Background: an optimization exercise with open tools, aiming at small area. Do not read the settings as production practice.
The RTL was checked by simulation tests, not by an equivalence proof against the original design.

Setup of xenon:
==> flow/design.v (excerpt) <==
module ALU(CLK,RST,A,V,op,WA,WB,WD,WR,ENADi,opFL,R1,R2,FLAGS,FL,FINP,IF);
	input CLK,RST;
	input [15:0] A;
	input V;
	input [5:0] op;
	input WA,WB,WD,ENADi;
	input [1:0] WR;
	input [2:0] opFL;
	output wire [15:0] R1,R2,FLAGS;
	output wire [5:0] FL;
	output wire FINP,IF;
	reg [15:0] ra, rb, rd;
	always @(posedge CLK or posedge RST)
		if (RST) ra <= 16'h0000; else if (WA) ra <= A;
	always @(posedge CLK or posedge RST)
		if (RST) rb <= 16'h0000; else if (WB) rb <= A;
	always @(posedge CLK or posedge RST)
		if (RST) rd <= 16'h0000; else if (WD) rd <= A;
	reg cf, pf, af, zf, sf, fi, df, of;
	wire [15:0] opA, opB, DR;
	reg [15:0] PR1;
	wire [3:0] p = op[3:0];
	wire CFD;
	reg [15:0] RE, Q;
	wire [15:0] AA = (p[3] & p[2]) ? {8'b0, p[0] ? ra[15:8] : ra[7:0]} : ra;
	wire sgnA = p[1] & ~p[3] & (p[2] ? (p[0] ? rd[15] : ra[15]) : (p[0] ? ra[15] : ra[7]));
	wire NI = p[3] & ~p[2];
	wire c2inA = sgnA | NI;
	wire CA = sgnA | (NI & p[0]);
	wire c2inB = p[1] & ~p[3] & (p[0] ? rb[15] : rb[7]);
	wire c2out = ~p[3] & (sgnA ^ c2inB);
	wire [16:0] pfA, pfB;
	wire [15:0] pfD;
	assign pfA[0] = 1'b0;
	assign pfB[0] = 1'b0;
	assign pfD[0] = pfA[16];
	genvar gj;
	generate for (gj = 0; gj < 16; gj = gj + 1) begin: gpf
		assign pfA[gj+1] = pfA[gj] | ra[gj];
		assign pfB[gj+1] = pfB[gj] | rb[gj];
		if (gj > 0) begin: gd
			assign pfD[gj] = pfD[gj-1] | rd[gj-1];
		end
	end endgenerate
	wire [15:0] opA_; assign opA = AA ^ ({16{c2inA}} & ({16{~CA}} | pfA[15:0]));
	assign DR = rd ^ ({16{c2inA}} & ({16{~CA}} | pfD));
	assign opB = rb ^ ({16{c2inB}} & pfB[15:0]);
	wire [31:0] prodn;
	Multi Mult(opA, opB, prodn);
	wire [31:0] prod = ~prodn;
	wire [15:0] RMUL = prod[15:0];
	wire [15:0] RMUL2 = prod[31:16];
	wire [15:0] Bq = opB & {16{~Q[0]}};
	wire [15:0] rc;
	wire [15:0] REDIV;
	SemiAdderIni rc0(RE[0], Bq[0], REDIV[0], rc[1]);
	generate for (gj = 1; gj < 15; gj = gj + 1) begin: grv
		FullAdder fa(RE[gj], Bq[gj], rc[gj], REDIV[gj], rc[gj+1]);
	end endgenerate
	assign REDIV[15] = RE[15] ^ Bq[15] ^ rc[15];
	wire [15:0] opR1 = p[2] ? Q : RMUL;
	wire [15:0] opR2 = p[2] ? REDIV : RMUL2;
	wire [16:0] po1, po2;
	assign po1[0] = 1'b0;
	assign po2[0] = ~p[2] & po1[16];
  ...
Size in the first run: ~1900 cells after synthesis, roughly 90 I/O pins, roughly 17000 um2 of cells after synthesis.
==> flow/config.mk <==
export PLATFORM = sky130hd
export DESIGN_NAME = ALU
export DESIGN_NICKNAME = ALU
export VERILOG_FILES = /design/flow/design.v
export SDC_FILE = /design/flow/constraint.sdc
export NUM_CORES = 4
export LEC_CHECK = 0
export CAP_MARGIN = 5
export CORE_MARGIN = 2
export CORE_UTILIZATION = 65
export SLEW_MARGIN = 5
export SYNTH_HIERARCHICAL = 1
export SYNTH_MINIMUM_KEEP_SIZE = 0
==> flow/constraint.sdc <==
create_clock -name core_clock -period 20.0 [get_ports {CLK}]
set_input_delay 4.0000 -clock core_clock [delete_from_list [all_inputs] [get_ports {CLK}]]
set_output_delay 4.0000 -clock core_clock [all_outputs]
set_load 0.01 [all_outputs]
standard.sh (not shown) runs the stock make flow with config.mk's settings and CLKGATE_MAP_FILE= SYNTH_SCRIPT=/design/flow/synth_recipe.tcl, a recipe that flattens the netlist after the stock synthesis.
==> flow/flow/run.sh <==
#!/bin/bash
# Layout flow: the standard flow with two changes.
#  1. Synthesis is the standard synthesis script, except that each ABC
#     mapping call runs Yosys's default ABC script (with a 20 ns delay target)
#     instead of ORFS's speed script. Everything else, registers included,
#     is the same as in standard.sh synth.
#  2. The port buffers that global placement inserts are buf_1 cells.
set -euo pipefail
here=$(pwd)
export BUFFER_PORTS_ARGS="-buffer_cell sky130_fd_sc_hd__buf_1"
{
  head -n 1 synth_recipe.tcl
  cat flow/abc_default.tcl
  tail -n +2 synth_recipe.tcl
} > my_synth.tcl
sed "s#SYNTH_SCRIPT=[^ ]*#SYNTH_SCRIPT=$here/my_synth.tcl#" standard.sh > my_standard.sh
bash my_standard.sh synth > synth.log 2>&1
bash standard.sh > standard.log 2>&1
==> flow/flow/abc_default.tcl <==
# Replaces the abc command: drops ORFS's -script and -D arguments, so that ABC
# runs Yosys's default mapping script with a 20 ns delay target.
proc abc {args} {
  set out {}
  set skip 0
  foreach a $args {
    if {$skip} { set skip 0; continue }
    if {$a eq "-script" || $a eq "-D"} { set skip 1; continue }
    lappend out $a
  }
  yosys abc {*}$out -D 20000
}
What quartz does differently from xenon at the input level:
Settings: CAP_MARGIN: 5 -> 20; GPL_TIMING_DRIVEN: unset -> 0; SLEW_MARGIN: 5 -> 20; CORE_UTILIZATION: 65 -> 75.
==> comparison <==
- When quartz is measured against xenon, its number of cells on the critical path turns out about 6% lower.
- The layout from quartz, despite a flow that completed every stage, fails the layout checks, with the failing checks listed as negative setup slack.
- Changes observed in quartz relative to xenon: design area up about 5%, global-route usage up 14 points, share of synthesized registers carrying an async set or reset flat.
- quartz against xenon; top achievable clock speed is down by a few percent.
> inputs changed (quartz -> maple)
Settings: changing SLEW_MARGIN from 20 to 0; changing CAP_MARGIN from 20 to 0; removing GPL_TIMING_DRIVEN (formerly 0); changing CORE_UTILIZATION from 75 to 65.
[summary]
maple: done, clean on timing, DRC and antenna. Between maple and quartz, it is maple whose sequential fraction of total cell area is higher, by 0.62 points. Compared with quartz, maple shows number of placement rows higher by about 7%. Re data arrival at the endpoint of the critical path: maple and quartz aren't equal, and the lower value belongs to maple. Going from quartz to maple, worst hold margin saw a decrease, setup slack now sits higher. Design area of maple falls short of that of quartz by a few percent.
> inputs changed (maple -> onyx)
Settings: swapping 0 for 5 in CAP_MARGIN; swapping 0 for 5 in SLEW_MARGIN; putting CTS_BUF_LIST at sky130_fd_sc_hd__clkbuf_8 sky130_fd_sc_hd__clkbuf_16 where nothing was set.
Results
The flow did not stop early for onyx: all stages ran, and the layout cleared the timing, design-rule and antenna checks.
Wire length of the first global-routing pass: onyx vs maple identical
Simple-gate share of the synthesized area across maple and onyx: no real change.
onyx -> maple: final global-route overflow total delta 0, exact match


Setup of fjord:
ALU, a different RTL version from the one above (not shown whole).
Size in the first run: about 2200 cells after synthesis, roughly 90 I/O pins.
Settings: LEC_CHECK=0, CAP_MARGIN=20, CORE_MARGIN=2, CORE_UTILIZATION=65, CTS_BUF_LIST=sky130_fd_sc_hd__clkbuf_8, SLEW_MARGIN=20, SYNTH_HIERARCHICAL=1, SYNTH_MINIMUM_KEEP_SIZE=0; clock period 20.0 ns.
==> flow/flow/run.sh <==
#!/bin/bash
# The standard layout, with plain buf_1 cells as the port buffers
set -euo pipefail
export BUFFER_PORTS_ARGS="-buffer_cell sky130_fd_sc_hd__buf_1"
bash standard.sh > standard.log 2>&1
For ember, these inputs were changed with respect to fjord:
- CORE_UTILIZATION now 40, was 65
- CTS_BUF_LIST no longer set, was sky130_fd_sc_hd__clkbuf_8
==> flow/run.sh (new file) <==
#!/bin/bash
# synth_recipe.tcl (not shown) runs the flow's synth.tcl, then flattens the netlist and writes it again
# the make line also repeats each setting of config.mk as NAME=value (left out here)
make -C /OpenROAD-flow-scripts/flow DESIGN_CONFIG=/design/flow/config.mk WORK_HOME=/design/flow/orfs CLKGATE_MAP_FILE= SYNTH_SCRIPT=/design/flow/synth_recipe.tcl finish
removed: flow/flow/run.sh
removed: flow/standard.sh
--- outcome ---
Signed area change from the synthesized netlist to the final layout | ember above fjord
fjord ended up with op[2] as its worst setup path startpoint; ember ended up with op[3].
Taking fjord as the reference point, the clock skew of ember rises by 0.0035 ns.
ember: post-route clock period utilization 3.4 points above fjord
In the flow results for fjord and ember, the final antenna diode count is smaller on fjord.
Compared with fjord, ember shows final cell count higher by 282.
Count of clock-buffer cells in the layout came out exactly the same in fjord and ember.
Going from fjord to ember, number of cells on the critical path dropped 14%, highest attainable clock frequency dropped about 3.5%, final instance area climbed about 5%.

-- what the ideal ports hide --
No port has a modelled driver above. Below, the same layouts with a new extraction and two added sets of constraints. Step 1, drivers: a clkbuf_16 drives CLK and a buf_2 each remaining input, both assumed. Step 2 moves the port delays by t, midway between the first and last clock arrival at a register: inputs arrive t later, outputs are due t later. That takes back most of the time a late clock gives input paths. a / b / c = ideal ports / drivers / drivers and shift; a / b = the first two.
| run | t (ns) | setup slack, ns | worst hold slack (ns) | slew at the worst register clock pin (ns) |
|---|---|---|---|---|
| xenon | 0.408 | 0.837 / 0.750 / 0.750 | 0.505 / 0.505 / 0.505 | 0.09 / 0.09 |
| quartz | 0.410 | -0.127 / -0.150 / -0.150 | 0.517 / 0.517 / 0.517 | 0.09 / 0.09 |
| maple | 0.408 | 0.837 / 0.750 / 0.750 | 0.505 / 0.505 / 0.505 | 0.09 / 0.09 |
| onyx | 0.408 | 0.837 / 0.750 / 0.750 | 0.505 / 0.505 / 0.505 | 0.09 / 0.09 |
| fjord | 0.431 | 1.251 / 1.219 / 1.219 | 0.523 / 0.523 / 0.523 | 0.11 / 0.11 |
| ember | 0.413 | 0.574 / 0.531 / 0.531 | 0.519 / 0.519 / 0.519 | 0.09 / 0.09 |
